From an optimization exercise on the open Yosys and OpenROAD flow, aimed at small area; shortcuts taken in it are not production practice. In this exercise RTL edits were held to simulation tests only and were not proved equivalent to the original. Power and IR drop assume default switching activity.

==> design/flow/design.v <==
module lbmem(input CLK, input RESET, input [7:0] wdata, input wen, output [7:0] rdata, output valid);
  reg [7:0] sr [0:63];
  reg state;
  reg [2:0] cnt;
  integer i;
  wire we = wen & ~RESET;
  always @(posedge CLK) begin
    if (we) begin
      sr[0] <= wdata;
      for (i = 1; i < 64; i = i + 1)
        sr[i] <= sr[i-1];
    end
  end
  always @(posedge CLK or posedge RESET) begin
    if (RESET) begin
      state <= 1'b0;
      cnt <= 3'h0;
    end else begin
      if (state == 1'b0) begin
        cnt <= cnt + {2'h0, wen};
        state <= (cnt == 3'h7 & wen);
      end else begin
        cnt <= wen ? cnt : cnt - 1'b1;
        state <= (cnt != 3'h1 | wen);
      end
    end
  end
  assign valid = (state & (cnt != 3'h1 | wen)) | (cnt == 3'h7 & wen);
  wire [7:0] c1;   
  genvar j;
  generate
    for (j = 0; j < 8; j = j + 1) begin : dec
      assign c1[j] = (cnt == j);
    end
  endgenerate
  wire [7:0] hit;
  generate
    for (j = 0; j < 8; j = j + 1) begin : sel
      assign hit[j] = wen ? c1[(j + 1) % 8] : c1[(j + 2) % 8];
    end
  endgenerate
  wire [7:0] w [0:7];
  generate
    for (j = 0; j < 7; j = j + 1) begin : src
      assign w[j] = sr[j];
    end
  endgenerate
  assign w[7] = sr[63];
  reg [7:0] rd;
  integer k;
  always @(*) begin
    rd = 8'h00;
    for (k = 0; k < 8; k = k + 1)
      rd = rd | (w[k] & {8{hit[k]}});
  end
  assign rdata = rd;
endmodule
==> design/flow/flow/run.sh <==
#!/bin/bash
# Standard ORFS layout with three changes:
#  - synthesis maps the logic with an area-oriented ABC script and without
#    Yosys's adder extraction (registers are unchanged: same synthesis script,
#    only the combinational mapping differs);
#  - the clock tree is built without dummy loads, from one buffer size;
#  - the port buffers are the smallest buffer.
# Full tool output goes to flow.log; ORFS's per-step logs stay under orfs/logs/.
set -euo pipefail
W=$PWD
rm -rf "$W/myscripts"
cp -r "$FLOW_HOME/scripts" "$W/myscripts"
printf 'strash\ndch\namap\ntopo\n' > "$W/myscripts/abc_area.script"
CTS="-sink_clustering_enable -repair_clock_nets -dont_use_dummy_load -buf_list sky130_fd_sc_hd__clkbuf_8 -sink_clustering_size 22 -sink_clustering_max_diameter 45"
bash standard.sh "SCRIPTS_DIR=$W/myscripts" "ADDER_MAP_FILE=" "ABC_AREA=1" "CTS_ARGS=$CTS" \
  "BUFFER_PORTS_ARGS=-buffer_cell sky130_fd_sc_hd__buf_1" finish > "$W/flow.log" 2>&1
==> design/flow/standard.sh <==
#!/bin/bash
# synth_recipe.tcl (not shown) runs the flow's synth.tcl, then flattens the netlist and writes it again
# the make line also repeats each setting of config.mk as NAME=value (left out here)
make -C /OpenROAD-flow-scripts/flow DESIGN_CONFIG=/design/flow/config.mk WORK_HOME=/design/flow/orfs CLKGATE_MAP_FILE= SYNTH_SCRIPT=/design/flow/synth_recipe.tcl "${@:-finish}"
==> design/flow/config.mk <==
export PLATFORM = sky130hd
export DESIGN_NAME = lbmem
export DESIGN_NICKNAME = lbmem
export VERILOG_FILES = /design/flow/design.v
export SDC_FILE = /design/flow/constraint.sdc
export NUM_CORES = 4
export LEC_CHECK = 0
export ABC_AREA = 1
export CAP_MARGIN = 20
export CORE_MARGIN = 2
export CORE_UTILIZATION = 70
export SETUP_SLACK_MARGIN = 0.2
export SLEW_MARGIN = 20
==> design/flow/constraint.sdc <==
create_clock -name core_clock -period 8.0 [get_ports {CLK}]
set_input_delay 1.6000 -clock core_clock [delete_from_list [all_inputs] [get_ports {CLK}]]
set_output_delay 1.6000 -clock core_clock [all_outputs]
set_load 0.01 [all_outputs]
==> results_dict.tcl, run 1 <==
set metrics [dict create \
    die_h_um 155 \
    die_x_um 155 \
    fmax_mhz 173 \
    p_total_mw 4.57 \
    cp_max_fo 8 \
    grt_pass1_vias 5169 \
    async_flop_share_pct 0.775 \
    cts_made_buffers 40 \
    fin_skew_ps 36.9 \
    synth-main-ff-cell "edfxtp_1" \
    stdcell_count 942 \
    fin_util_pct 75.6 \
    end_kind "output pin" \
    path_clk_slew_ps 100 \
    vias 5508 \
    p_leak_nw 5.34 \
    cellPowerDensity_mw_per_mm2 269 \
    core.rowCount 55 \
    max-vdd-ir-drop_mv 0.160 \
    avgSynthCellArea_um2 26.9 \
    syn_to_final_growth_pct 6.82 \
    h-tree-depth 2 \
    clock_power_share_pct 25.0 \
    worst_ep_required_time_ps 6400 \
    yosys_warnings 2 \
    start_util_pct 70.8 \
    fillCellCount 1129 \
    final_cell_area_mm2 0.0170 \
    placedInstanceArea_mm2 0.0164 \
    port_buffers 19 \
    synth_edf_count 512 \
    antenna_found_initial 0 \
    critPathLaunchType "input port" \
    drv_cap 0 \
    finalMaxSlewViolations 0 \
    fin_nets 670 \
    worst_slack_ps 2220 \
    clk_path_buf_depth 3 \
    io_pins 20 \
    seqPwrFrac_pct 68.6 \
    cts_tree "done" \
    hold_viol_final 0 \
    fp.coreArea_mm2 0.0225 \
    synthCells 593 \
    cts_resized 0 \
    yosysUniqueCellTypes 17 \
    fin_tns_setup_ps 0 \
    syn_nets 604 \
    diodes 0 \
    clock-sinks 516 \
    tightest_slew_ps 1150 \
    cts_setup_buffers 0 \
    drc 0 \
    critPathArrivalTime_ps 4180 \
    critPathMaxStageDelay_ps 880 \
    drive_gt1_share_pct 7.76 \
    min_period_ps 5780 \
    place_inst 902 \
    whs_ps 384 \
    drt-initial-drc-count 554 \
    ys_seq_area_share_pct 97.2 \
    drtPass1Iterations 6 \
    setup_viol 0 \
    combPwrFrac_pct 6.3 \
    insertion_delay_ps 550 \
    place_congestion 0.768 \
    grt_pass1_wl_um 28900 \
    path_common_cell "buf_1" \
    power.switching_mw 0.952 \
    hpwl_um 9120 \
    wirelength_um 19100 \
    dpl_worst_slack_ps 2350 \
    grt.overflow.total 0 \
    grt_usage_pct 16.0 \
    cts_hold_buffers 0 \
    cts_root_buf "clkbuf_8" \
    via_per_inst 5.85 \
    setup.worst_path.class "input port to output pin" \
    crit_chain "buf_1, or2_0, nand2_1, nor3_1, a22oi_1, nand4_1, buf_1" \
    yosys_register_bits 516 \
    cell_internal_pwr_mw 3.62 \
    rsz0062_at_grt "no" \
    wl_per_cell_um 20.3 \
    fin_crit_sh_pct 72.3 \
    p_sw_share_pct 20.8 \
    relSlewSlack_pct 22.2 \
    hold_path.class "register to register" \
    dieArea_mm2 0.0240 \
    ant_nets 0 \
    grt_max_degree 209 \
    cp_slowest_cell "nor3_1" \
    synth.cell_area_mm2 0.0159 \
    status "complete, no violations" \
]
[worst max-delay path, delay by kind of cell]
family | cells | cell delay [ps]
simple gates | 4 | 1680
buf+inv | 2 | 670
compound gates | 1 | 220
[cells in the mapped netlist (all sizes together) (2+ instances only)]
cell	count	area (µm²)
edfxtp	512	15400
a22oi	16	120
nand2	15	56.3
a222oi	8	80.1
nand4	8	50.1
nor2	7	26.3
clkinv	6	22.5
dfrtp	4	100
o21ai	4	20.0
nor3	3	15.0
a21oi	2	10.0
o22ai	2	12.5
o32ai	2	17.5
[final cells by class]
cell class / count / area, µm² / share of cell area (%)
flip-flops and latches: 516 / 15500 / 91.0
clock buffers: 40 / 551 / 3.24
multi-input cells: 70 / 454 / 2.67
well taps: 285 / 357 / 2.10
repair buffers: 25 / 129 / 0.757
inverters: 6 / 48.8 / 0.287
[power groups by stage]
stage | clock, mW | combinational (mW) | sequential [mW]
floorplan | 0 | 0.189 | 3.20
global placement | 0 | 0.271 | 3.19
detailed placement | 0 | 0.283 | 3.19
CTS | 1.20 | 0.282 | 3.14
global route | 1.28 | 0.320 | 3.15
finish | 1.15 | 0.289 | 3.14
[cells by family (layout without fill, tap and decap cells)]
| group | Yosys count | in the layout | share of synthesized area, % |
|---|---|---|---|
| buf+inv | 7 | 71 | 0.165 |
| flops | 516 | 516 | 97.2 |
| compound gates | 35 | 35 | 1.68 |
| simple gates | 35 | 35 | 0.998 |
[routing by layer]
metal  global-route usage (%)  routed length (µm)
met5                        0                   0
met4                     4.85                 285
met3                     3.56                 918
met2                     21.2                7970
met1                     27.4                9970
[path summary, 6_finish.rpt]
kind | start | endpoint | slack, ps | cells past startpoint
max in group asynchronous | RESET | cnt[1]$_DFFE_PP0P_ | 6840 | 2
worst min-delay path | sr[14][4]$_DFFE_PP_ | sr[15][4]$_DFFE_PP_ | 380 | 0
worst max register to register | cnt[1]$_DFFE_PP0P_ | cnt[2]$_DFFE_PP0P_ | 6640 | 5
worst max-delay path | wen | rdata[2] | 2220 | 7
min in group asynchronous | RESET | state$_DFF_PP0_ | 1000 | 2
worst min register to register | sr[14][4]$_DFFE_PP_ | sr[15][4]$_DFFE_PP_ | 380 | 0
[sequential cells by signal, summed over array words and instances (netlist names)]
name and flops:
cnt 3, state 1, sr 512
[placed cells by master (no fill, tap or decap), drive strengths merged]
cell type and count:
nand3 1, clkinv 6, a21oi 2, o32ai 2, a22oi 16, nor3 3, nor2 7, o22ai 2
nand4 8, clkbuf 40, o31ai 1, o21ai 4, dfrtp 4, nand2 15, edfxtp 512, a222oi 8
buf 25, or2 1
==> run 2, diff against run 1 <==
--- a/design/flow/flow/run.sh
+++ b/design/flow/flow/run.sh
@@ -12,5 +12,5 @@
 cp -r "$FLOW_HOME/scripts" "$W/myscripts"
 printf 'strash\ndch\namap\ntopo\n' > "$W/myscripts/abc_area.script"
-CTS="-sink_clustering_enable -repair_clock_nets -dont_use_dummy_load -buf_list sky130_fd_sc_hd__clkbuf_8 -sink_clustering_size 22 -sink_clustering_max_diameter 45"
+CTS="-sink_clustering_enable -repair_clock_nets -dont_use_dummy_load -buf_list sky130_fd_sc_hd__clkbuf_2 -sink_clustering_size 6 -sink_clustering_max_diameter 30"
 bash standard.sh "SCRIPTS_DIR=$W/myscripts" "ADDER_MAP_FILE=" "ABC_AREA=1" "CTS_ARGS=$CTS" \
   "BUFFER_PORTS_ARGS=-buffer_cell sky130_fd_sc_hd__buf_1" finish > "$W/flow.log" 2>&1
==> run 2 against run 1 <==
Wire length is 3.4% higher. Final cell count is 6.5% higher. Critical path type unchanged. Non-clock buffer count stayed put. Die area stayed put. First-iteration DRC count is 11% higher. Power is 1.1% lower. Highest routed layer unchanged. Still clean on timing, DRC and antenna. Register-to-register slack worse by 40 ps. Core utilization is 0.21 points lower.
==> results_dict.tcl, run 2 <==
set metrics [dict create \
    status "complete, no violations" \
    top_regs "sr x512, cnt x3, state x1" \
    antenna_found_initial 1 \
    fin_skew_ps 123 \
    avgSynthCellArea_um2 26.9 \
    multi_input_area_um2 454 \
    grt_pass1_vias 5673 \
    finalMaxSlewViolations 0 \
    rsz0062_at_grt "no" \
    die_h_um 155 \
    p_sw_share_pct 22.7 \
    h-tree-depth 3 \
    start_util_pct 70.8 \
    synth_edf_count 512 \
    drv_cap 0 \
    cell_internal_pwr_mw 3.50 \
    critPathLaunchType "input port" \
    end_kind "output pin" \
    core.rowCount 55 \
    relSlewSlack_pct 26.5 \
    combPwrFrac_pct 6.4 \
    place_congestion 0.768 \
    cts_setup_buffers 0 \
    io_pins 20 \
    syn_to_final_growth_pct 6.52 \
    p_leak_nw 5.47 \
    hold_viol_final 0 \
    cts_resized 0 \
    max-vdd-ir-drop_mv 0.147 \
    ys_seq_area_share_pct 97.2 \
    drc 0 \
    via_per_inst 5.82 \
    wirelength_um 19800 \
    clock_power_share_pct 24.3 \
    placedInstanceArea_mm2 0.0164 \
    top_register "sr" \
    synth.cell_area_mm2 0.0159 \
    yosysMostFrequentCell "edfxtp_1" \
    ant_nets 0 \
    final_cell_area_mm2 0.0170 \
    hpwl_um 9120 \
    final_common_cell "edfxtp_1" \
    reg2regPathDepth 4 \
    largest_register_ffs 512 \
    synth-main-ff-cell "edfxtp_1" \
    dieArea_mm2 0.0240 \
    async_flop_share_pct 0.775 \
    seqPwrFrac_pct 69.4 \
    syn_nets 604 \
    hold_path.class "register to register" \
    cp_max_fo 8 \
    vias 5842 \
    ys_top_cells_by_count "edfxtp_1, a22oi_1, nand2_1" \
    drt-initial-drc-count 614 \
    fmax_mhz 174 \
    cts_made_buffers 100 \
    grt_usage_pct 16.9 \
    setup_viol 0 \
    worst_ep_required_time_ps 6400 \
    stdcell_count 1003 \
    yosys_warnings 2 \
    min_period_ps 5750 \
    fillCellCount 1190 \
    grt_pass1_wl_um 30500 \
    drtPass1Iterations 5 \
    synthCells 593 \
    insertion_delay_ps 850 \
    cellPowerDensity_mw_per_mm2 267 \
    clk_path_buf_depth 3 \
    yosys_register_bits 516 \
    wl_per_cell_um 19.7 \
    drive_gt1_share_pct 15.5 \
    port_buffers 19 \
    setup.worst_path.class "input port to output pin" \
    place_inst 902 \
    grt.overflow.total 0 \
    critPathArrivalTime_ps 4150 \
    seqCellArea_mm2 0.0155 \
    power.switching_mw 1.03 \
    synthTopCellsByArea "edfxtp_1, a22oi_1, dfrtp_1" \
    grt_max_degree 209 \
    holdPathStages 0 \
    cts_root_buf "clkbuf_2" \
    fin_nets 730 \
    path_clk_slew_ps 110 \
    cts_tree "done" \
    synth_top_area_share_pct 96.5 \
    final_cell_mix "edfxtp_1, clkbuf_2, buf_1, a22oi_1, nand2_1" \
    fin_crit_sh_pct 71.9 \
    fp.coreArea_mm2 0.0225 \
    cts_hold_buffers 0 \
    clock-sinks 516 \
    yosysUniqueCellTypes 17 \
    die_x_um 155 \
    fin_util_pct 75.4 \
    tightest_slew_ps 1090 \
    synth_area_leader_cell "edfxtp_1" \
]
run 2: cell counts after synthesis:
No cell type changed its count.
run 2: cell families after synthesis:
kind of cell / synth area share [%]
DFF: 97.2
AOI/OAI and AO/OA: 1.68
and+or+nand+nor: 0.998
buffers and inverters: 0.165
run 2: power groups by stage:
stage	registers [mW]	clock network, mW	logic (mW)
global route	3.15	1.27	0.320
global placement	3.19	0	0.271
detailed placement	3.19	0	0.283
finish	3.14	1.10	0.287
CTS	3.14	1.17	0.282
floorplan	3.20	0	0.189
run 2: metal layers:
metal,GRT usage [%],up-vias,wire length (µm)
li1,-,2672,-
met3,4.71,31,1120
met4,7.36,0,357
met5,0,-,0
met2,20.7,189,8050
met1,28.9,2950,10300
run 2: critical path: stages:
cell and delay [ps]:
buf_1 490, or2_0 440, nand2_1 180, nor3_1 860, a22oi_1 210, nand4_1 180, buf_1 170
run 2: layout make-up:
cell class | count | area share [%]
repair buffers | 25 | 0.760
clock buffers | 100 | 2.95
diodes | 1 | 0.0147
flip-flops and latches | 516 | 91.2
multi-input cells | 70 | 2.68
inverters | 6 | 0.288
well taps | 285 | 2.10
run 2: final timing paths:
check,endpoint,slack [ps],from
min in group asynchronous,cnt[2]$_DFFE_PP0P_,750,RESET
hold / removal,sr[51][3]$_DFFE_PP_,320,sr[50][3]$_DFFE_PP_
setup reg to reg,state$_DFF_PP0_,6600,cnt[2]$_DFFE_PP0P_
setup / recovery,rdata[4],2250,wen
max in group asynchronous,cnt[0]$_DFFE_PP0P_,7070,RESET
hold reg to reg,sr[51][3]$_DFFE_PP_,320,sr[50][3]$_DFFE_PP_
run 2: metrics by stage:
| stage | power [mW] | hold slack [ps] | TNS, ps | worst slack (ps) |
|---|---|---|---|---|
| floorplan | 3.39 | 400 | -820270 | -1600 |
| global placement | 3.47 | 406 | 0 | 2570 |
| detailed placement | 3.48 | 405 | 0 | 2350 |
| CTS | 4.59 | 308 | 0 | 2340 |
| global route | 4.75 | 329 | 0 | 2050 |
| finish | 4.53 | 323 | 0 | 2250 |
==> run 3, diff against run 2 <==
--- a/design/flow/flow/run.sh
+++ b/design/flow/flow/run.sh
@@ -12,5 +12,5 @@
 cp -r "$FLOW_HOME/scripts" "$W/myscripts"
 printf 'strash\ndch\namap\ntopo\n' > "$W/myscripts/abc_area.script"
-CTS="-sink_clustering_enable -repair_clock_nets -dont_use_dummy_load -buf_list sky130_fd_sc_hd__clkbuf_2 -sink_clustering_size 6 -sink_clustering_max_diameter 30"
+CTS="-sink_clustering_enable -repair_clock_nets -dont_use_dummy_load -buf_list sky130_fd_sc_hd__clkbuf_4 -sink_clustering_size 10 -sink_clustering_max_diameter 40"
 bash standard.sh "SCRIPTS_DIR=$W/myscripts" "ADDER_MAP_FILE=" "ABC_AREA=1" "CTS_ARGS=$CTS" \
   "BUFFER_PORTS_ARGS=-buffer_cell sky130_fd_sc_hd__buf_1" finish > "$W/flow.log" 2>&1
==> run 3 against run 2 <==
Final cell count shrank 4.1%. Non-clock buffer count is the same. Flip-flop and latch count is the same. Global-route usage shrank 0.65 points. Power shrank 1.2%. Critical path depth is the same. Die area is the same. Core utilization shrank 0.26 points. Cell area shrank 0.34%. Combinational power is essentially flat. Sequential power is essentially flat. Hold slack gained 30 ps. Largest cell class unchanged. Largest power group unchanged.
==> results_dict.tcl, run 3 <==
set metrics [dict create \
    status "complete, no violations" \
    synth_top_area_share_pct 96.5 \
    r2r_start "cnt[2]$_DFFE_PP0P_" \
    grt.overflow.total 0 \
    avgSynthCellArea_um2 26.9 \
    final_cell_area_mm2 0.0169 \
    start_util_pct 70.8 \
    p_sw_share_pct 21.4 \
    largest_register_ffs 512 \
    finalMaxSlewViolations 0 \
    synthTopCellsByArea "edfxtp_1, a22oi_1, dfrtp_1" \
    synth_top_family_by_area "compound AO/OA/AOI/OAI gates" \
    hpwl_um 9120 \
    async_flop_share_pct 0.775 \
    min_period_ps 5770 \
    insertion_delay_ps 700 \
    drtPass1Iterations 5 \
    die_x_um 155 \
    yosysUniqueCellTypes 17 \
    synthCells 593 \
    clk_path_buf_depth 3 \
    io_pins 20 \
    placedInstanceArea_mm2 0.0164 \
    fin_tns_setup_ps 0 \
    end_kind "output pin" \
    cts_root_buf "clkbuf_4" \
    synth_compound_area_share_pct 1.68 \
    dr_wl_met3_um 985 \
    top_register "sr" \
    cp_max_fo 8 \
    synth-main-ff-cell "edfxtp_1" \
    grt_usage_pct 16.2 \
    path_clk_slew_ps 100 \
    hp-start "sr[14][4]$_DFFE_PP_" \
    synth.cell_area_mm2 0.0159 \
    hold_path.class "register to register" \
    synth_area_leader_cell "edfxtp_1" \
    tightest_slew_ps 1110 \
    antenna_found_initial 1 \
    worst_ep_required_time_ps 6400 \
    r2r_end "state$_DFF_PP0_" \
    syn_nets 604 \
    hold_viol_final 0 \
    fin_nets 689 \
    fmax_mhz 173 \
    top_layer_used "met4" \
    grt_max_degree 209 \
    wirelength_met1_um 10100 \
    wl_met2_um 7770 \
    min_delay_worst_endpoint "sr[15][4]$_DFFE_PP_" \
    drive_gt1_share_pct 10.4 \
    reg2regPathDepth 4 \
    relSlewSlack_pct 24.9 \
    h-tree-depth 2 \
    drt-initial-drc-count 552 \
    ys_seq_area_share_pct 97.2 \
    fin_skew_ps 76.5 \
    rsz0062_at_grt "no" \
    grt_pass1_wl_um 29400 \
    fin_crit_sh_pct 72.2 \
    place_congestion 0.768 \
    p_total_mw 4.47 \
    core.rowCount 55 \
    clock-sinks 516 \
    vias 5635 \
    muxShareOfSynthArea_pct 0 \
    synthSimpleGateAreaFrac_pct 0.998 \
    holdPathStages 0 \
    synth_edf_count 512 \
    ys_top_cells_by_count "edfxtp_1, a22oi_1, nand2_1" \
    setup_viol 0 \
    synthAdderAreaFrac_pct 0 \
    fin_util_pct 75.1 \
    cts_hold_buffers 0 \
    dieArea_mm2 0.0240 \
    combPwrFrac_pct 6.4 \
    yosysMostFrequentCell "edfxtp_1" \
    final_cell_mix "edfxtp_1, clkbuf_4, buf_1, a22oi_1, nand2_1" \
    cts_tree "done" \
    setup.worst_path.class "input port to output pin" \
    final_common_cell "edfxtp_1" \
    critPathLaunchType "input port" \
    yosys_register_bits 516 \
    top_regs "sr x512, cnt x3, state x1" \
    critPathArrivalTime_ps 4170 \
    via_per_inst 5.86 \
    rrSetupSlack_ps 6620 \
    fp.coreArea_mm2 0.0225 \
    clock_power_share_pct 23.3 \
    syn_to_final_growth_pct 6.16 \
    ant_nets 0 \
    cts_resized 0 \
    port_buffers 19 \
    cts_setup_buffers 0 \
    grt_pass1_vias 5339 \
    max-vdd-ir-drop_mv 0.160 \
    drv_cap 0 \
    drc 0 \
    synth_xor_area_share_pct 0 \
    cell_internal_pwr_mw 3.51 \
    power.switching_mw 0.959 \
    cellPowerDensity_mw_per_mm2 264 \
    wirelength_um 19300 \
    yosys_warnings 2 \
    p_leak_nw 5.32 \
    seqPwrFrac_pct 70.2 \
    die_h_um 155 \
    wl_per_cell_um 20.1 \
    cts_made_buffers 59 \
]
-- run 3: cell counts after synthesis --
No cell type changed its count.
-- run 3: how the worst max path moves through the flow --
stage	cells past startpoint	to	slack, ps	start
global route	7	rdata[0]	2050	wen
detailed placement	7	rdata[0]	2350	wen
floorplan	2	sr[0][0]$_DFFE_PP_	-1600	wen
global placement	7	rdata[0]	2570	wen
finish	7	rdata[4]	2230	wen
CTS	7	rdata[0]	2340	wen
-- run 3: routing by layer --
| metal | GRT usage [%] | vias to the layer above |
|---|---|---|
| met1 | 28.2 | 2857 |
| met2 | 20.6 | 146 |
| met4 | 6.13 | 0 |
| met5 | 0 | - |
| li1 | - | 2589 |
| met3 | 3.67 | 43 |
-- run 3: cell families after synthesis --
group	count (synthesis)
flops	516
simple gates	35
compound gates	35
buf+inv	7
-- run 3: power by group through the flow --
| stage | Sequential (mW) | Clock [mW] | Combinational, mW |
|---|---|---|---|
| after floorplan | 3.20 | 0 | 0.189 |
| after global placement | 3.19 | 0 | 0.271 |
| after detailed placement | 3.19 | 0 | 0.283 |
| after CTS | 3.14 | 1.10 | 0.282 |
| after global routing | 3.15 | 1.19 | 0.320 |
| final | 3.14 | 1.04 | 0.288 |
-- run 3: stage by stage --
step / hold WS [ps] / std cells / setup WS (ps)
6_report: 353 / 962 / 2230
5_1_grt: 330 / 962 / 2050
4_1_cts: 331 / 961 / 2340
3_5_place_dp: 405 / 902 / 2350
3_3_place_gp: 406 / 902 / 2570
2_1_floorplan: 400 / 593 / -1600
-- run 3: critical path, stage by stage --
cell	delay, ps
buf_1	490
or2_0	450
nand2_1	180
nor3_1	870
a22oi_1	220
nand4_1	190
buf_1	170
-- run 3: layout make-up --
cell class                 count  area (µm²)
antenna                        1        2.50
fill                        1159        5590
clock buffer                  59         443
sequential                   516       15500
timing repair buffer          25         129
inverter                       6        48.8
multi-input combinational     70         454
tap                          285         357
==> run 4, diff against run 3 <==
--- a/design/flow/flow/run.sh
+++ b/design/flow/flow/run.sh
@@ -12,5 +12,5 @@
 cp -r "$FLOW_HOME/scripts" "$W/myscripts"
 printf 'strash\ndch\namap\ntopo\n' > "$W/myscripts/abc_area.script"
-CTS="-sink_clustering_enable -repair_clock_nets -dont_use_dummy_load -buf_list sky130_fd_sc_hd__clkbuf_4 -sink_clustering_size 10 -sink_clustering_max_diameter 40"
+CTS="-sink_clustering_enable -repair_clock_nets -dont_use_dummy_load -buf_list sky130_fd_sc_hd__clkbuf_8 -sink_clustering_size 18 -sink_clustering_max_diameter 60"
 bash standard.sh "SCRIPTS_DIR=$W/myscripts" "ADDER_MAP_FILE=" "ABC_AREA=1" "CTS_ARGS=$CTS" \
   "BUFFER_PORTS_ARGS=-buffer_cell sky130_fd_sc_hd__buf_1" finish > "$W/flow.log" 2>&1
==> run 4 against run 3 <==
Sequential share of layout area down 0.20 points. Setup slack worse by 1.7 ps. First-iteration DRC count down 12%. Register-to-register slack worse by 20 ps. Cell area up 0.21%. Final cell count down 2.6%. Synthesized cell count unchanged. Sequential power about the same. Flip-flop and latch count unchanged. Still clean.
==> results_dict.tcl, run 4 <==
set metrics [dict create \
    grt_usage_pct 15.8 \
    synth_edf_count 512 \
    hpwl_um 9120 \
    h-tree-depth 2 \
    grt.overflow.total 0 \
    status "complete, no violations" \
    top_regs "sr x512, cnt x3, state x1" \
    p_sw_share_pct 20.8 \
    min_delay_worst_endpoint "sr[15][4]$_DFFE_PP_" \
    syn_to_final_growth_pct 6.39 \
    grt_pass1_vias 5170 \
    antenna_found_initial 0 \
    worst_ep_required_time_ps 6400 \
    power.switching_mw 0.938 \
    path_common_cell "buf_1" \
    whs_ps 390 \
    cts_resized 0 \
    drv_cap 0 \
    grt_pass1_wl_um 28600 \
    cp_max_fo 8 \
    yosys_register_bits 516 \
    r2r_end "state$_DFF_PP0_" \
    place_congestion 0.768 \
    vias 5499 \
    syn_nets 604 \
    tightest_slew_ps 1150 \
    yosysMostFrequentCell "edfxtp_1" \
    hold_path.class "register to register" \
    die_x_um 155 \
    drive_gt1_share_pct 7.06 \
    critPathArrivalTime_ps 4180 \
    clock-sinks 516 \
    min_period_ps 5780 \
    rrSetupSlack_ps 6600 \
    cts_root_buf "clkbuf_8" \
    via_per_inst 5.87 \
    reg2regPathDepth 4 \
    clock_power_share_pct 23.9 \
    synth_area_leader_cell "edfxtp_1" \
    synthTopCellsByArea "edfxtp_1, a22oi_1, dfrtp_1" \
    cp_top_family "simple AND/OR/NAND/NOR gates" \
    cp_slowest_cell "nor3_1" \
    cell_internal_pwr_mw 3.57 \
    ys_seq_area_share_pct 97.2 \
    die_h_um 155 \
    rsz0062_at_grt "no" \
    fin_util_pct 75.3 \
    io_pins 20 \
    yosysUniqueCellTypes 17 \
    largest_register_ffs 512 \
    fin_crit_sh_pct 72.2 \
    path_clk_slew_ps 100 \
    cts_made_buffers 35 \
    setup.worst_path.class "input port to output pin" \
    insertion_delay_ps 540 \
    yosys_warnings 2 \
    relSlewSlack_pct 22.8 \
    port_buffers 19 \
    avgSynthCellArea_um2 26.9 \
    critPathLaunchType "input port" \
    finalMaxSlewViolations 0 \
    wirelength_um 18900 \
    p_leak_nw 5.30 \
    synth.cell_area_mm2 0.0159 \
    cellPowerDensity_mw_per_mm2 266 \
    drtPass1Iterations 6 \
    core.rowCount 55 \
    setup_viol 0 \
    synth-main-ff-cell "edfxtp_1" \
    drc 0 \
    critPathMaxStageDelay_ps 880 \
    ant_nets 0 \
    crit_buf_inv 2 \
    holdPathStages 0 \
    start_util_pct 70.8 \
    synth_top_area_share_pct 96.5 \
    hp-start "sr[14][4]$_DFFE_PP_" \
    cts_hold_buffers 0 \
    wl_per_cell_um 20.2 \
    seqPwrFrac_pct 69.6 \
    p_total_mw 4.51 \
    fillCellCount 1134 \
    combPwrFrac_pct 6.4 \
    hold_viol_final 0 \
    drt-initial-drc-count 488 \
    clk_path_buf_depth 3 \
    end_kind "output pin" \
    diodes 0 \
    fmax_mhz 173 \
    grt_max_degree 209 \
    dieArea_mm2 0.0240 \
    fin_skew_ps 47.5 \
    async_flop_share_pct 0.775 \
    synthCells 593 \
    fin_nets 665 \
    cts_tree "done" \
    r2r_start "cnt[2]$_DFFE_PP0P_" \
    cts_setup_buffers 0 \
    max-vdd-ir-drop_mv 0.172 \
    final_cell_mix "edfxtp_1, clkbuf_8, buf_1, a22oi_1, nand2_1" \
    final_common_cell "edfxtp_1" \
    top_register "sr" \
    ys_top_cells_by_count "edfxtp_1, a22oi_1, nand2_1" \
    fp.coreArea_mm2 0.0225 \
    crit_chain "buf_1, or2_0, nand2_1, nor3_1, a22oi_1, nand4_1, buf_1" \
]
==> run 4: cell counts after synthesis <==
Identical to the previous run, type by type.
==> run 4: kinds of logic after synthesis <==
| group | count (synthesis) | share of synthesized area [%] |
|---|---|---|
| compound gates | 35 | 1.68 |
| flops | 516 | 97.2 |
| buf+inv | 7 | 0.165 |
| simple gates | 35 | 0.998 |
==> run 4: layout make-up <==
| class | instances | area [µm²] | share of cell area, % |
|---|---|---|---|
| inverter | 6 | 48.8 | 0.288 |
| clock buffer | 35 | 482 | 2.84 |
| tap | 285 | 357 | 2.10 |
| multi-input combinational | 70 | 454 | 2.68 |
| sequential | 516 | 15500 | 91.3 |
| timing repair buffer | 25 | 129 | 0.761 |
==> run 4: routing by layer <==
metal  vias up  wire, µm  GRT usage, %
met4         0       388          4.94
li1       2516         -             -
met3        31       951          3.08
met2       139      7710          20.8
met5         -         0             0
met1      2813      9870          27.5
==> run 4: worst register-to-register path: stages (launching register included) <==
cell and delay [ps]:
dfrtp_1 540, clkinv_1 210, nand3_1 170, nor2_1 50
o21ai_0 320
==> run 4: worst max-delay path by stage <==
stage | startpoint | end | slack [ps] | depth (start not counted)
2_1_floorplan | wen | sr[0][0]$_DFFE_PP_ | -1600 | 2
3_3_place_gp | wen | rdata[0] | 2570 | 7
3_5_place_dp | wen | rdata[0] | 2350 | 7
4_1_cts | wen | rdata[0] | 2340 | 7
5_1_grt | wen | rdata[0] | 2050 | 7
6_report | wen | rdata[4] | 2220 | 7
==> run 4: power groups by stage <==
stage | sequential (mW) | combinational (mW) | clock [mW]
final | 3.14 | 0.289 | 1.08
after global routing | 3.15 | 0.320 | 1.21
after CTS | 3.14 | 0.282 | 1.14
after detailed placement | 3.19 | 0.283 | 0
after global placement | 3.19 | 0.271 | 0
after floorplan | 3.20 | 0.189 | 0
==> run 4: through the flow <==
step / setup TNS [ps] / setup slack, ps / instance area [µm²] / cells
2_1_floorplan: -820270 / -1600 / 16000 / 593
3_3_place_gp: 0 / 2570 / 16400 / 902
3_5_place_dp: 0 / 2350 / 16400 / 902
4_1_cts: 0 / 2340 / 16900 / 937
5_1_grt: 0 / 2050 / 16900 / 937
6_report: 0 / 2220 / 16900 / 937
==> run 5, diff against run 4 <==
--- a/design/flow/flow/run.sh
+++ b/design/flow/flow/run.sh
@@ -12,5 +12,5 @@
 cp -r "$FLOW_HOME/scripts" "$W/myscripts"
 printf 'strash\ndch\namap\ntopo\n' > "$W/myscripts/abc_area.script"
-CTS="-sink_clustering_enable -repair_clock_nets -dont_use_dummy_load -buf_list sky130_fd_sc_hd__clkbuf_8 -sink_clustering_size 18 -sink_clustering_max_diameter 60"
+CTS="-sink_clustering_enable -repair_clock_nets -dont_use_dummy_load -buf_list sky130_fd_sc_hd__clkbuf_4 -sink_clustering_size 12 -sink_clustering_max_diameter 50"
 bash standard.sh "SCRIPTS_DIR=$W/myscripts" "ADDER_MAP_FILE=" "ABC_AREA=1" "CTS_ARGS=$CTS" \
   "BUFFER_PORTS_ARGS=-buffer_cell sky130_fd_sc_hd__buf_1" finish > "$W/flow.log" 2>&1
==> run 5 against run 4 <==
Final cell count up 1.6%. Critical path type unchanged. Clock-buffer cell count up 14. Critical endpoint unchanged. Critical path depth unchanged. Largest power group unchanged. Largest cell class unchanged.
==> results_dict.tcl, run 5 <==
set metrics [dict create \
    synthCells 593 \
    cp_top_family "simple AND/OR/NAND/NOR gates" \
    cts_hold_buffers 0 \
    relSlewSlack_pct 25.2 \
    drive_gt1_share_pct 9.01 \
    port_buffers 19 \
    combPwrFrac_pct 6.6 \
    insertion_delay_ps 670 \
    wl_met2_um 7910 \
    worst_ep_required_time_ps 6400 \
    drc 0 \
    wirelength_met1_um 9930 \
    grt_pass1_wl_um 29100 \
    cts_setup_buffers 0 \
    max-vdd-ir-drop_mv 0.160 \
    top_register "sr" \
    yosysUniqueCellTypes 17 \
    antenna_found_initial 1 \
    path_common_cell "buf_1" \
    cts_made_buffers 49 \
    min_period_ps 5750 \
    power.switching_mw 0.940 \
    p_leak_nw 5.28 \
    crit_buf_inv 2 \
    fp.coreArea_mm2 0.0225 \
    rrSetupSlack_ps 6620 \
    syn_nets 604 \
    whs_ps 379 \
    synthTopCellsByArea "edfxtp_1, a22oi_1, dfrtp_1" \
    synth_top_area_share_pct 96.5 \
    grt_usage_pct 16.0 \
    die_x_um 155 \
    end_kind "output pin" \
    p_sw_share_pct 21.4 \
    wl_per_cell_um 20.1 \
    cell_internal_pwr_mw 3.46 \
    clock-sinks 516 \
    worst_slack_ps 2250 \
    fin_skew_ps 74.1 \
    hold_path.class "register to register" \
    place_inst 902 \
    fin_util_pct 74.8 \
    final_common_cell "edfxtp_1" \
    setup.worst_path.class "input port to output pin" \
    cts_root_buf "clkbuf_4" \
    status "complete, no violations" \
    tightest_slew_ps 1110 \
    fin_crit_sh_pct 71.9 \
    synth-main-ff-cell "edfxtp_1" \
    hpwl_um 9120 \
    io_pins 20 \
    dpl_worst_slack_ps 2350 \
    syn_to_final_growth_pct 5.69 \
    stdcell_count 952 \
    setup_viol 0 \
    crit_chain "buf_1, or2_0, nand2_1, nor3_1, a22oi_1, nand4_1, buf_1" \
    path_clk_slew_ps 110 \
    hold_viol_final 0 \
    async_flop_share_pct 0.775 \
    grt_max_degree 209 \
    grt.overflow.total 0 \
    fmax_mhz 174 \
    finalMaxSlewViolations 0 \
    yosys_register_bits 516 \
    seqPwrFrac_pct 71.4 \
    synth_edf_count 512 \
    ant_nets 0 \
    fin_nets 679 \
    place_congestion 0.768 \
    critPathLaunchType "input port" \
    cts_resized 0 \
    start_util_pct 70.8 \
    top_regs "sr x512, cnt x3, state x1" \
    cp_max_fo 8 \
    final_cell_mix "edfxtp_1, clkbuf_4, buf_1, a22oi_1, nand2_1" \
    p_total_mw 4.40 \
    ys_seq_area_share_pct 97.2 \
    dr_wl_met3_um 867 \
    synth_area_leader_cell "edfxtp_1" \
    cellPowerDensity_mw_per_mm2 261 \
    drtPass1Iterations 5 \
    drt-initial-drc-count 486 \
    cts_tree "done" \
    dieArea_mm2 0.0240 \
    vias 5598 \
    clk_path_buf_depth 3 \
    top_layer_used "met4" \
    grt_pass1_vias 5252 \
    clock_power_share_pct 22.0 \
    synth.cell_area_mm2 0.0159 \
    fillCellCount 1174 \
    critPathArrivalTime_ps 4150 \
    die_h_um 155 \
    rsz0062_at_grt "no" \
    via_per_inst 5.88 \
    cp_slowest_cell "nor3_1" \
    ys_top_cells_by_count "edfxtp_1, a22oi_1, nand2_1" \
    h-tree-depth 2 \
    yosys_warnings 2 \
    critPathMaxStageDelay_ps 840 \
    avgSynthCellArea_um2 26.9 \
    wirelength_um 19100 \
    core.rowCount 55 \
    largest_register_ffs 512 \
    yosysMostFrequentCell "edfxtp_1" \
    drv_cap 0 \
]
## run 5: power by group through the flow
| stage | sequential, mW | combinational (mW) | clock [mW] |
|---|---|---|---|
| finish | 3.14 | 0.289 | 0.969 |
| global route | 3.15 | 0.320 | 1.11 |
| CTS | 3.14 | 0.282 | 1.03 |
| detailed placement | 3.19 | 0.283 | 0 |
| global placement | 3.19 | 0.271 | 0 |
| floorplan | 3.20 | 0.189 | 0 |
## run 5: layout make-up
| type | count | area, µm² | area share (%) |
|---|---|---|---|
| diodes | 1 | 2.50 | 0.0149 |
| repair buffers | 25 | 129 | 0.766 |
| clock buffers | 49 | 368 | 2.19 |
| well taps | 285 | 357 | 2.12 |
| flip-flops and latches | 516 | 15500 | 91.9 |
| multi-input cells | 70 | 454 | 2.70 |
| inverters | 6 | 48.8 | 0.290 |
## run 5: stage by stage
step | TNS, ps | cell area (µm²)
global placement | 0 | 16400
finish | 0 | 16800
CTS | 0 | 16800
global route | 0 | 16800
floorplan | -820270 | 16000
detailed placement | 0 | 16400
## run 5: logic make-up after synthesis
logic type | after synthesis | synth area share (%)
AO/OA/AOI/OAI | 35 | 1.68
AND/OR/NAND/NOR | 35 | 0.998
buffers and inverters | 7 | 0.165
flip-flops | 516 | 97.2
## run 5: worst paths after layout
kind                                            end  cells past startpoint           startpoint
worst max-delay path                       rdata[4]                      7                  wen
worst min-delay path            sr[16][1]$_DFFE_PP_                      0  sr[15][1]$_DFFE_PP_
worst max register to register      state$_DFF_PP0_                      4   cnt[2]$_DFFE_PP0P_
worst min register to register  sr[16][1]$_DFFE_PP_                      0  sr[15][1]$_DFFE_PP_
max in group asynchronous        cnt[2]$_DFFE_PP0P_                      2                RESET
min in group asynchronous           state$_DFF_PP0_                      2                RESET
## run 5: routing by layer
metal | up-vias | global-route usage, %
met5 | - | 0
met4 | 0 | 5.78
met3 | 36 | 3.17
met2 | 138 | 20.5
met1 | 2855 | 28.2
li1 | 2569 | -
## run 5: worst reg2reg max path: stages (launching register included)
cell      delay [ps]
dfrtp_1          550
clkinv_1         210
nand3_1          170
nor2_1            50
o21ai_0          300
==> run 6, diff against run 5 <==
--- a/design/flow/config.mk
+++ b/design/flow/config.mk
@@ -9,5 +9,5 @@
 export CAP_MARGIN = 20
 export CORE_MARGIN = 2
-export CORE_UTILIZATION = 70
+export CORE_UTILIZATION = 80
 export SETUP_SLACK_MARGIN = 0.2
 export SLEW_MARGIN = 20
==> run 6 against run 5 <==
The run now fails in 3_5_place_dp. Synthesized cell count stayed put. Area after synthesis unchanged.
==> results_dict.tcl, run 6 <==
set metrics [dict create \
    status "stopped before the end" \
    haltStage "3_5_place_dp" \
    first-error "[ERROR DPL-0033] detailed placement checks failed during check placement." \
    io_pins 20 \
    yosys_warnings 2 \
    synth_area_leader_cell "edfxtp_1" \
    place_congestion 0.818 \
    port_buffers 19 \
    synthCells 593 \
    avgSynthCellArea_um2 26.9 \
    async_flop_share_pct 0.775 \
    synthTopCellsByArea "edfxtp_1, a22oi_1, dfrtp_1" \
    yosysMostFrequentCell "edfxtp_1" \
    ys_top_cells_by_count "edfxtp_1, a22oi_1, nand2_1" \
    core.rowCount 51 \
    synth-main-ff-cell "edfxtp_1" \
    syn_nets 604 \
    yosys_register_bits 516 \
    die_x_um 145 \
    start_util_pct 81.6 \
    synth_edf_count 512 \
    synth_top_area_share_pct 96.5 \
    ys_seq_area_share_pct 97.2 \
    yosysUniqueCellTypes 17 \
    hpwl_um 14200 \
    die_h_um 145 \
    synth.cell_area_mm2 0.0159 \
]
## run 6: power groups by stage
stage / clock network [mW] / logic [mW] / registers, mW
after floorplan: 0 / 0.189 / 3.20
after global placement: 0 / 0.257 / 3.19
## run 6: cell families after synthesis
| group | Yosys count | share of synthesized area [%] |
|---|---|---|
| buffers and inverters | 7 | 0.165 |
| AND/OR/NAND/NOR | 35 | 0.998 |
| flip-flops | 516 | 97.2 |
| AO/OA/AOI/OAI | 35 | 1.68 |
## run 6: worst min-delay path by stage
| stage | endpoint | slack, ps | from | cells past startpoint |
|---|---|---|---|---|
| 3_3_place_gp | sr[22][5]$_DFFE_PP_ | 400 | sr[21][5]$_DFFE_PP_ | 0 |
| 2_1_floorplan | sr[10][0]$_DFFE_PP_ | 400 | sr[9][0]$_DFFE_PP_ | 0 |
## run 6: per-stage QoR
stage | power [mW] | instance area (µm²) | TNS (ps) | cells
3_3_place_gp | 3.45 | 16400 | 0 | 880
2_1_floorplan | 3.39 | 16000 | -820270 | 593
==> run 7, diff against run 6 <==
--- a/design/flow/config.mk
+++ b/design/flow/config.mk
@@ -7,7 +7,7 @@
 export LEC_CHECK = 0
 export ABC_AREA = 1
-export CAP_MARGIN = 20
+export CAP_MARGIN = 5
 export CORE_MARGIN = 2
-export CORE_UTILIZATION = 80
+export CORE_UTILIZATION = 70
 export SETUP_SLACK_MARGIN = 0.2
-export SLEW_MARGIN = 20
+export SLEW_MARGIN = 5
==> run 7 against run 6 <==
The run now finishes clean. Synthesized cell count stayed put. Area after synthesis stayed put.
==> results_dict.tcl, run 7 <==
set metrics [dict create \
    cts_hold_buffers 0 \
    cp_top_family "simple AND/OR/NAND/NOR gates" \
    holdPathStages 0 \
    end_kind "output pin" \
    syn_to_final_growth_pct 5.56 \
    worst_ep_required_time_ps 6400 \
    final_cell_mix "edfxtp_1, clkbuf_4, buf_1, a22oi_1, nand2_1" \
    ys_top_cells_by_count "edfxtp_1, a22oi_1, nand2_1" \
    cts_made_buffers 49 \
    drc 0 \
    synth_edf_count 512 \
    h-tree-depth 2 \
    hold_path.class "register to register" \
    synth_area_leader_cell "edfxtp_1" \
    reg2regPathDepth 4 \
    cp_max_fo 8 \
    fmax_mhz 177 \
    grt_pass1_vias 5252 \
    cts_root_buf "clkbuf_4" \
    fin_skew_ps 78.7 \
    critPathLaunchType "input port" \
    cts_tree "done" \
    hpwl_um 9120 \
    grt_max_degree 209 \
    r2r_start "cnt[2]$_DFFE_PP0P_" \
    yosys_register_bits 516 \
    fin_tns_setup_ps 0 \
    synthCells 593 \
    largest_register_ffs 512 \
    async_flop_share_pct 0.775 \
    wirelength_um 19100 \
    path_common_cell "buf_1" \
    grt_pass1_wl_um 29100 \
    fp.coreArea_mm2 0.0225 \
    die_x_um 155 \
    dpl_worst_slack_ps 2350 \
    critPathArrivalTime_ps 4060 \
    wl_met2_um 7770 \
    place_inst 902 \
    io_pins 20 \
    start_util_pct 70.8 \
    top_register "sr" \
    path_clk_slew_ps 110 \
    setup_viol 0 \
    min_period_ps 5660 \
    cts_resized 0 \
    hp-start "sr[57][6]$_DFFE_PP_" \
    synth.cell_area_mm2 0.0159 \
    tightest_slew_ps 1180 \
    drt-initial-drc-count 464 \
    cellPowerDensity_mw_per_mm2 261 \
    fillCellCount 1177 \
    rrSetupSlack_ps 6700 \
    multi_input_area_um2 434 \
    fin_nets 679 \
    clock-sinks 516 \
    ant_nets 0 \
    critPathLaunch "wen" \
    critPathMaxStageDelay_ps 840 \
    drive_gt1_share_pct 8.56 \
    r2r_end "state$_DFF_PP0_" \
    fin_crit_sh_pct 70.8 \
    vias 5598 \
    drv_cap 0 \
    dieArea_mm2 0.0240 \
    die_h_um 155 \
    final_common_cell "edfxtp_1" \
    wl_per_cell_um 20.1 \
    insertion_delay_ps 670 \
    crit_buf_inv 2 \
    min_delay_worst_endpoint "sr[58][6]$_DFFE_PP_" \
    grt_usage_pct 16.0 \
    yosysUniqueCellTypes 17 \
    dr_wl_met3_um 840 \
    top_regs "sr x512, cnt x3, state x1" \
    place_congestion 0.768 \
    yosysMostFrequentCell "edfxtp_1" \
    hold_viol_final 0 \
    status "complete, no violations" \
    cts_setup_buffers 0 \
    synth_top_area_share_pct 96.5 \
    worst_slack_ps 2340 \
    p_leak_nw 5.27 \
    avgSynthCellArea_um2 26.9 \
    finalMaxSlewViolations 0 \
    port_buffers 19 \
    crit_chain "buf_1, or2_0, nand2_1, nor3_1, a22oi_1, nand4_1, buf_1" \
    wirelength_met1_um 10100 \
    seqCellArea_mm2 0.0155 \
    synthTopCellsByArea "edfxtp_1, a22oi_1, dfrtp_1" \
    max-vdd-ir-drop_mv 0.160 \
    via_per_inst 5.88 \
    drtPass1Iterations 5 \
    synth-main-ff-cell "edfxtp_1" \
    grt.overflow.total 0 \
    stdcell_count 952 \
    clk_path_buf_depth 3 \
    core.rowCount 55 \
    cp_slowest_cell "nor3_1" \
    yosys_warnings 2 \
    relSlewSlack_pct 20.9 \
    setup.worst_path.class "input port to output pin" \
    syn_nets 604 \
    ys_seq_area_share_pct 97.2 \
    antenna_found_initial 1 \
    top_layer_used "met4" \
    rsz0062_at_grt "no" \
]
## run 7: report_power, final
part           switching (mW)  total [mW]  internal, mW
clock                   0.688       0.972         0.283
sequential             0.0486        3.14          3.09
combinational           0.201       0.283        0.0815
## run 7: logic make-up after synthesis
kind of cell / Yosys count / synth area share (%)
flip-flops: 516 / 97.2
AND/OR/NAND/NOR: 35 / 0.998
buffers and inverters: 7 / 0.165
AO/OA/AOI/OAI: 35 / 1.68
## run 7: per-stage QoR
| step | hold WS, ps | power, mW | util [%] | cell area, µm² |
|---|---|---|---|---|
| 2_1_floorplan | 400 | 3.39 | - | 16000 |
| 3_3_place_gp | 406 | 3.47 | 73.1 | 16400 |
| 3_5_place_dp | 405 | 3.48 | 73.1 | 16400 |
| 4_1_cts | 370 | 4.45 | 74.7 | 16800 |
| 5_1_grt | 371 | 4.57 | 74.7 | 16800 |
| 6_report | 371 | 4.39 | 74.7 | 16800 |
## run 7: per-layer routing
metal	up-vias	track usage, %
met1	2856	28.2
met5	-	0
li1	2566	-
met4	0	5.78
met2	139	20.5
met3	37	3.17
## run 7: cell type report
type / instances / area share [%]
sequential: 516 / 92.0
multi-input combinational: 70 / 2.58
clock buffer: 49 / 2.19
tap: 285 / 2.12
timing repair buffer: 25 / 0.766
inverter: 6 / 0.290
antenna: 1 / 0.0149
## run 7: worst max-delay path by stage
stage                    endpoint  depth (start not counted)
2_1_floorplan  sr[0][0]$_DFFE_PP_                          2
3_3_place_gp             rdata[0]                          7
3_5_place_dp             rdata[0]                          7
4_1_cts                  rdata[0]                          7
5_1_grt                  rdata[0]                          7
6_report                 rdata[1]                          7
==> run 8, diff against run 7 <==
--- a/design/flow/design.v
+++ b/design/flow/design.v
@@ -1,4 +1,5 @@
 module lbmem(input CLK, input RESET, input [7:0] wdata, input wen, output [7:0] rdata, output valid);
   reg [7:0] sr [0:63];
+  reg pol;
   reg state;
   reg [2:0] cnt;
@@ -6,15 +7,15 @@
   wire we = wen & ~RESET;
   always @(posedge CLK) begin
-    if (we) begin
-      sr[0] <= wdata;
-      for (i = 1; i < 64; i = i + 1)
-        sr[i] <= sr[i-1];
-    end
+    sr[0] <= we ? ~(wdata ^ {8{pol}}) : ~sr[0];
+    for (i = 1; i < 64; i = i + 1)
+      sr[i] <= we ? ~sr[i-1] : ~sr[i];
   end
   always @(posedge CLK or posedge RESET) begin
     if (RESET) begin
+      pol <= 1'b0;
       state <= 1'b0;
       cnt <= 3'h0;
     end else begin
+      pol <= ~pol;
       if (state == 1'b0) begin
         cnt <= cnt + {2'h0, wen};
@@ -54,4 +55,4 @@
       rd = rd | (w[k] & {8{hit[k]}});
   end
-  assign rdata = rd;
+  assign rdata = rd ^ {8{pol}};
 endmodule
--- a/design/flow/config.mk
+++ b/design/flow/config.mk
@@ -7,7 +7,7 @@
 export LEC_CHECK = 0
 export ABC_AREA = 1
-export CAP_MARGIN = 5
+export CAP_MARGIN = 20
 export CORE_MARGIN = 2
 export CORE_UTILIZATION = 70
 export SETUP_SLACK_MARGIN = 0.2
-export SLEW_MARGIN = 5
+export SLEW_MARGIN = 20
==> run 8 against run 7 <==
Maximum frequency down 3.3%. Combinational power rose to 2.7 times the previous value. Global-route usage up 4.7 points. Flip-flop and latch count up 1. Cell area down 10%. Wire length up 18%. Core utilization up 0.58 points. Critical path depth up 7. Synthesized cell count up 92%. Critical path type unchanged. Critical endpoint is now rdata[7].
==> results_dict.tcl, run 8 <==
set metrics [dict create \
    status "complete, no violations" \
    synth_edf_count 0 \
    wirelength_met1_um 11400 \
    core.rowCount 52 \
    setup.worst_path.class "input port to output pin" \
    die_x_um 146 \
    r2r_end "sr[0][4]$_DFF_P_" \
    grt_pass1_wl_um 38800 \
    dr_wl_met3_um 914 \
    fillCellCount 1433 \
    hp-start "sr[31][5]$_DFF_P_" \
    holdPathStages 1 \
    hpwl_um 11900 \
    cell_internal_pwr_mw 3.80 \
    ys_top_cells_by_count "o22ai_1, dfxtp_1, nor2_1" \
    drc 0 \
    reg2regPathDepth 3 \
    cp_max_fo 7 \
    stdcell_count 1482 \
    insertion_delay_ps 680 \
    fp.coreArea_mm2 0.0200 \
    end_kind "output pin" \
    vias 9349 \
    r2r_start "pol$_DFF_PP0_" \
    yosys_register_bits 517 \
    hold_viol_final 0 \
    async_flop_share_pct 0.967 \
    min_period_ps 5860 \
    syn_to_final_growth_pct 6.34 \
    p_sw_share_pct 26.6 \
    antenna_found_initial 1 \
    p_total_mw 5.18 \
    h-tree-depth 2 \
    io_pins 20 \
    worst_ep_required_time_ps 6400 \
    cp_slowest_cell "a222oi_1" \
    ant_nets 0 \
    final_common_cell "o22ai_1" \
    drt-initial-drc-count 622 \
    clk_path_buf_depth 3 \
    power.switching_mw 1.37 \
    yosysUniqueCellTypes 19 \
    crit_buf_inv 5 \
    top_register "sr" \
    cts_setup_buffers 0 \
    grt_max_degree 308 \
    drtPass1Iterations 6 \
    synth_area_leader_cell "dfxtp_1" \
    fin_crit_sh_pct 73.2 \
    critPathArrivalTime_ps 4260 \
    die_h_um 146 \
    fin_util_pct 75.3 \
    rsz0062_at_grt "no" \
    clock-sinks 517 \
    dieArea_mm2 0.0214 \
    fin_nets 1223 \
    relSlewSlack_pct 23.1 \
    syn_nets 1149 \
    fmax_mhz 171 \
    max-vdd-ir-drop_mv 0.244 \
    combPwrFrac_pct 14.7 \
    critPathMaxStageDelay_ps 420 \
    wl_met2_um 9810 \
    hold_path.class "register to register" \
    cts_resized 0 \
    synthCells 1138 \
    tightest_slew_ps 1150 \
    path_clk_slew_ps 110 \
    wl_per_cell_um 15.2 \
    cp_top_family "compound AO/OA/AOI/OAI gates" \
    fin_tns_setup_ps 0 \
    top_layer_used "met4" \
    p_leak_nw 5.54 \
    synth-main-ff-cell "dfxtp_1" \
    final_cell_mix "o22ai_1, dfxtp_1, clkbuf_4, buf_1, nor2_1" \
    cts_root_buf "clkbuf_4" \
    place_inst 1430 \
    synthTopCellsByArea "dfxtp_1, o22ai_1, a222oi_1" \
    synth.cell_area_mm2 0.0142 \
    yosys_warnings 2 \
    grt_usage_pct 20.7 \
    wirelength_um 22500 \
    finalMaxSlewViolations 0 \
    fin_skew_ps 63.0 \
    rrSetupSlack_ps 6340 \
    drv_cap 0 \
    min_delay_worst_endpoint "sr[32][5]$_DFF_P_" \
    crit_chain "buf_1, clkinv_8, nor2b_1, nor2_1, nand3_1, clkinv_1, a222oi_1, clkinv_1, a221o_1, a221o_1, a21oi_1, nor2_1, a21oi_1, buf_1" \
    drive_gt1_share_pct 4.79 \
    cellPowerDensity_mw_per_mm2 343 \
    start_util_pct 70.8 \
    seqPwrFrac_pct 66.4 \
    synth_top_area_share_pct 72.2 \
    port_buffers 19 \
    avgSynthCellArea_um2 12.5 \
    grt_pass1_vias 8670 \
    yosysMostFrequentCell "o22ai_1" \
    setup_viol 0 \
    cts_hold_buffers 0 \
    critPathLaunchType "input port" \
    grt.overflow.total 0 \
    top_regs "sr x512, cnt x3" \
    cts_made_buffers 49 \
    largest_register_ffs 512 \
    place_congestion 0.830 \
    clock_power_share_pct 18.9 \
    via_per_inst 6.31 \
    cts_tree "done" \
    ys_seq_area_share_pct 73.1 \
]
==> run 8: cell count changes in the layout (fill, tap and decap cells not counted), sizes merged, moves of 3 or more <==
| cell | change |
|---|---|
| and3 | +8 |
| nand2 | -5 |
| nor2 | +12 |
| clkinv | +7 |
| dfxtp | +512 |
| a21oi | +12 |
| edfxtp | -512 |
| nand4 | -8 |
| o21ai | +5 |
| o22ai | +513 |
| a222oi | +5 |
| a22oi | -9 |
| nor2b | +3 |
==> run 8: cell families (layout without fill, tap and decap cells) <==
group | count (synthesis) | in the layout | share of synthesized area [%]
AOI/OAI and AO/OA | 563 | 563 | 25.1
buffers and inverters | 15 | 87 | 0.397
DFF | 517 | 517 | 73.1
other | 0 | 2 | 0
and+or+nand+nor | 43 | 43 | 1.36
==> run 8: cell type report <==
type                            count  area, µm²  share of cell area (%)
Sequential cell                   517      10400                    68.8
Clock buffer                       49        368                    2.44
Antenna cell                        2       5.00                  0.0332
Tap cell                          270        338                    2.24
Timing Repair Buffer               24        158                    1.04
Multi-Input combinational cell    606       3770                    25.0
Inverter                           14       72.6                   0.481
==> run 8: worst reg2reg max path: cells and delay by family, from the launching register on <==
| kind | cells | cell delay (ps) |
|---|---|---|
| AO/OA/AOI/OAI | 2 | 440 |
| buffers and inverters | 1 | 560 |
| flip-flops | 1 | 510 |
==> run 8: metrics by stage <==
| stage | setup WS (ps) | area, µm² | hold WS [ps] |
|---|---|---|---|
| after floorplan | -10390 | 14200 | 426 |
| after global placement | 2270 | 14700 | 431 |
| after detailed placement | 2180 | 14700 | 435 |
| after CTS | 2180 | 15000 | 372 |
| after global routing | 1950 | 15100 | 380 |
| final | 2140 | 15100 | 369 |
==> run 8: worst max path at each step <==
stage | depth (start not counted) | end | slack, ps | from
4_1_cts | 14 | rdata[7] | 2180 | wen
6_report | 14 | rdata[7] | 2140 | wen
3_3_place_gp | 14 | rdata[7] | 2270 | wen
3_5_place_dp | 14 | rdata[7] | 2180 | wen
5_1_grt | 14 | rdata[7] | 1950 | wen
2_1_floorplan | 4 | sr[0][0]$_DFF_P_ | -10390 | wen
==> run 8: layer usage <==
| metal | global-route usage, % | vias to the layer above |
|---|---|---|
| li1 | - | 4799 |
| met1 | 29.3 | 4377 |
| met2 | 32.8 | 138 |
| met3 | 3.78 | 35 |
| met4 | 6.80 | 0 |
| met5 | 0 | - |
==> run 8: power by group through the flow <==
stage                     clock network (mW)  registers, mW  logic [mW]
after global routing                    1.12           3.51       0.852
after detailed placement                   0           3.49       0.757
after floorplan                            0           3.41       0.630
after global placement                     0           3.48       0.723
after CTS                               1.02           3.44       0.758
final                                  0.977           3.44       0.762
==> run 9, diff against run 8 <==
--- a/design/flow/config.mk
+++ b/design/flow/config.mk
@@ -9,5 +9,5 @@
 export CAP_MARGIN = 20
 export CORE_MARGIN = 2
-export CORE_UTILIZATION = 70
+export CORE_UTILIZATION = 78
 export SETUP_SLACK_MARGIN = 0.2
 export SLEW_MARGIN = 20
==> run 9 against run 8 <==
Sequential power is essentially flat. Wire length increased by 5.8%. Critical path depth did not move. Clock-buffer cell count stayed put. Combinational power rose by 0.5%. Sequential share of layout area grew 0.33 points. Non-clock buffer count up 2. Largest power group unchanged. Setup slack worse by 9.7 ps.
==> results_dict.tcl, run 9 <==
set metrics [dict create \
    status "complete, no violations" \
    drtPass1Iterations 5 \
    synth_area_leader_cell "dfxtp_1" \
    hpwl_um 13600 \
    cp_slowest_cell "a222oi_1" \
    setup_viol 0 \
    yosysUniqueCellTypes 19 \
    cellPowerDensity_mw_per_mm2 346 \
    r2r_start "pol$_DFF_PP0_" \
    grt.overflow.total 0 \
    fin_nets 1225 \
    ys_seq_area_share_pct 73.1 \
    insertion_delay_ps 670 \
    h-tree-depth 2 \
    cts_made_buffers 49 \
    critPathLaunchType "input port" \
    rrSetupSlack_ps 6360 \
    power.switching_mw 1.40 \
    synth_top_area_share_pct 72.2 \
    p_sw_share_pct 26.9 \
    worst_ep_required_time_ps 6400 \
    async_flop_share_pct 0.967 \
    synthCells 1138 \
    clk_path_buf_depth 3 \
    final_cell_mix "o22ai_1, dfxtp_1, clkbuf_4, buf_1, nor2_1" \
    ant_nets 0 \
    dieArea_mm2 0.0193 \
    cts_setup_buffers 0 \
    critPathMaxStageDelay_ps 410 \
    clock-sinks 517 \
    grt_pass1_wl_um 40400 \
    fin_tns_setup_ps 0 \
    die_h_um 139 \
    fmax_mhz 171 \
    yosysMostFrequentCell "o22ai_1" \
    cts_tree "done" \
    drc 0 \
    finalMaxSlewViolations 0 \
    fin_crit_sh_pct 73.3 \
    grt_usage_pct 24.2 \
    yosys_warnings 2 \
    antenna_found_initial 1 \
    cp_top_family "compound AO/OA/AOI/OAI gates" \
    min_period_ps 5860 \
    avgSynthCellArea_um2 12.5 \
    hold_viol_final 0 \
    end_kind "output pin" \
    wl_per_cell_um 16.5 \
    relSlewSlack_pct 29.8 \
    top_register "sr" \
    fin_skew_ps 66.6 \
    drive_gt1_share_pct 4.95 \
    holdPathStages 1 \
    synth-main-ff-cell "dfxtp_1" \
    yosys_register_bits 517 \
    path_clk_slew_ps 120 \
    r2r_end "sr[0][1]$_DFF_P_" \
    whs_ps 370 \
    port_buffers 19 \
    io_pins 20 \
    grt_max_degree 197 \
    grt_pass1_vias 8728 \
    dpl_worst_slack_ps 2190 \
    rsz0062_at_grt "no" \
    combPwrFrac_pct 14.7 \
    hp-start "sr[28][0]$_DFF_P_" \
    synth.cell_area_mm2 0.0142 \
    die_x_um 139 \
    fp.coreArea_mm2 0.0179 \
    p_total_mw 5.20 \
    cts_hold_buffers 0 \
    core.rowCount 49 \
    cp_max_fo 7 \
    drt-initial-drc-count 716 \
    syn_nets 1149 \
    clock_power_share_pct 18.9 \
    seqPwrFrac_pct 66.4 \
    cell_internal_pwr_mw 3.80 \
    syn_to_final_growth_pct 5.84 \
    crit_chain "buf_1, clkinv_8, nor2b_1, nor2_1, nand3_1, clkinv_1, a222oi_1, clkinv_1, a221o_1, a221o_1, a21oi_1, nor2_1, a21oi_1, buf_1" \
    synth_edf_count 0 \
    ys_top_cells_by_count "o22ai_1, dfxtp_1, nor2_1" \
    p_leak_nw 5.54 \
    cts_root_buf "clkbuf_4" \
    place_congestion 0.839 \
    placedInstanceArea_mm2 0.0146 \
    vias 9485 \
    synthTopCellsByArea "dfxtp_1, o22ai_1, a222oi_1" \
    critPathArrivalTime_ps 4260 \
    tightest_slew_ps 1050 \
    reg2regPathDepth 3 \
    via_per_inst 6.58 \
    start_util_pct 79.3 \
    setup.worst_path.class "input port to output pin" \
    final_cell_area_mm2 0.0150 \
    cts_resized 0 \
    wirelength_um 23800 \
    min_delay_worst_endpoint "sr[29][0]$_DFF_P_" \
    largest_register_ffs 512 \
    worst_slack_ps 2140 \
    drv_cap 0 \
    final_common_cell "o22ai_1" \
    max-vdd-ir-drop_mv 0.285 \
    crit_buf_inv 5 \
    hold_path.class "register to register" \
    top_regs "sr x512, cnt x3" \
]
==> run 9: cell counts after synthesis <==
Identical to the previous run, type by type.
==> run 9: power groups by stage <==
| stage | Clock [mW] | Combinational [mW] | Sequential (mW) |
|---|---|---|---|
| after floorplan | 0 | 0.630 | 3.41 |
| after global placement | 0 | 0.719 | 3.48 |
| after detailed placement | 0 | 0.758 | 3.50 |
| after CTS | 1.01 | 0.764 | 3.45 |
| after global routing | 1.10 | 0.857 | 3.52 |
| final | 0.984 | 0.766 | 3.45 |
==> run 9: logic make-up (layout without fill, tap and decap cells) <==
| logic type | count (synthesis) | in the layout | synth area share [%] |
|---|---|---|---|
| AO/OA/AOI/OAI | 563 | 563 | 25.1 |
| flip-flops | 517 | 517 | 73.1 |
| AND/OR/NAND/NOR | 43 | 43 | 1.36 |
| buffers and inverters | 15 | 89 | 0.397 |
| other | 0 | 1 | 0 |
==> run 9: area by class of cell <==
| cell class | count | area (µm²) |
|---|---|---|
| Fill cell | 1052 | 2880 |
| Tap cell | 229 | 287 |
| Antenna cell | 1 | 2.50 |
| Inverter | 14 | 72.6 |
| Clock buffer | 49 | 368 |
| Sequential cell | 517 | 10400 |
| Timing Repair Buffer | 26 | 140 |
| Multi-Input combinational cell | 606 | 3770 |
==> run 9: per-layer routing <==
metal	track usage (%)	routed length, µm	part of all wire [%]
met1	34.9	11200	47
met2	38.0	11100	46
met3	4.45	1090	4.6
met4	7.39	406	1.7
met5	0	0	0
==> run 9: worst max path at each step <==
stage	start	endpoint	slack (ps)	cells past startpoint
floorplan	wen	sr[0][0]$_DFF_P_	-10390	4
global placement	wen	rdata[7]	2240	14
detailed placement	wen	rdata[7]	2190	14
CTS	wen	rdata[7]	2160	14
global route	wen	rdata[7]	1900	14
finish	wen	rdata[7]	2140	14
==> run 9: metrics by stage <==
stage	instances	util [%]
final	1442	83.9
after global routing	1442	83.9
after CTS	1441	83.8
after detailed placement	1392	81.8
after global placement	1392	81.8
after floorplan	1138	-

## what the ideal ports hide
How much do the figures lean on ideal ports? The routed layouts below were timed once more, with nothing changed but the port constraints. Step 1 assumes that a clkbuf_16 drives the clock port and a buf_2 every other input. Step 2 also shifts input and output timing later by t, the mid clock arrival at the registers, as if the neighbouring blocks saw the same clock. a / b / c = ideal ports / drivers / drivers and shift; a / b = the first two.
run | t (ns) | slack for setup (ns) | worst slew at a driven data input, ns
run 1 | 0.569 | 2.216 / 2.189 / 2.189 | 0.03
run 2 | 0.832 | 2.248 / 2.221 / 2.221 | 0.03
run 3 | 0.707 | 2.226 / 2.199 / 2.199 | 0.03
run 4 | 0.563 | 2.224 / 2.197 / 2.197 | 0.03
run 5 | 0.675 | 2.250 / 2.223 / 2.223 | 0.03
run 7 | 0.678 | 2.337 / 2.310 / 2.310 | 0.03
run 8 | 0.694 | 2.145 / 2.123 / 2.123 | 0.03
run 9 | 0.679 | 2.135 / 2.113 / 2.113 | 0.03
After both steps every run listed still meets setup and hold.
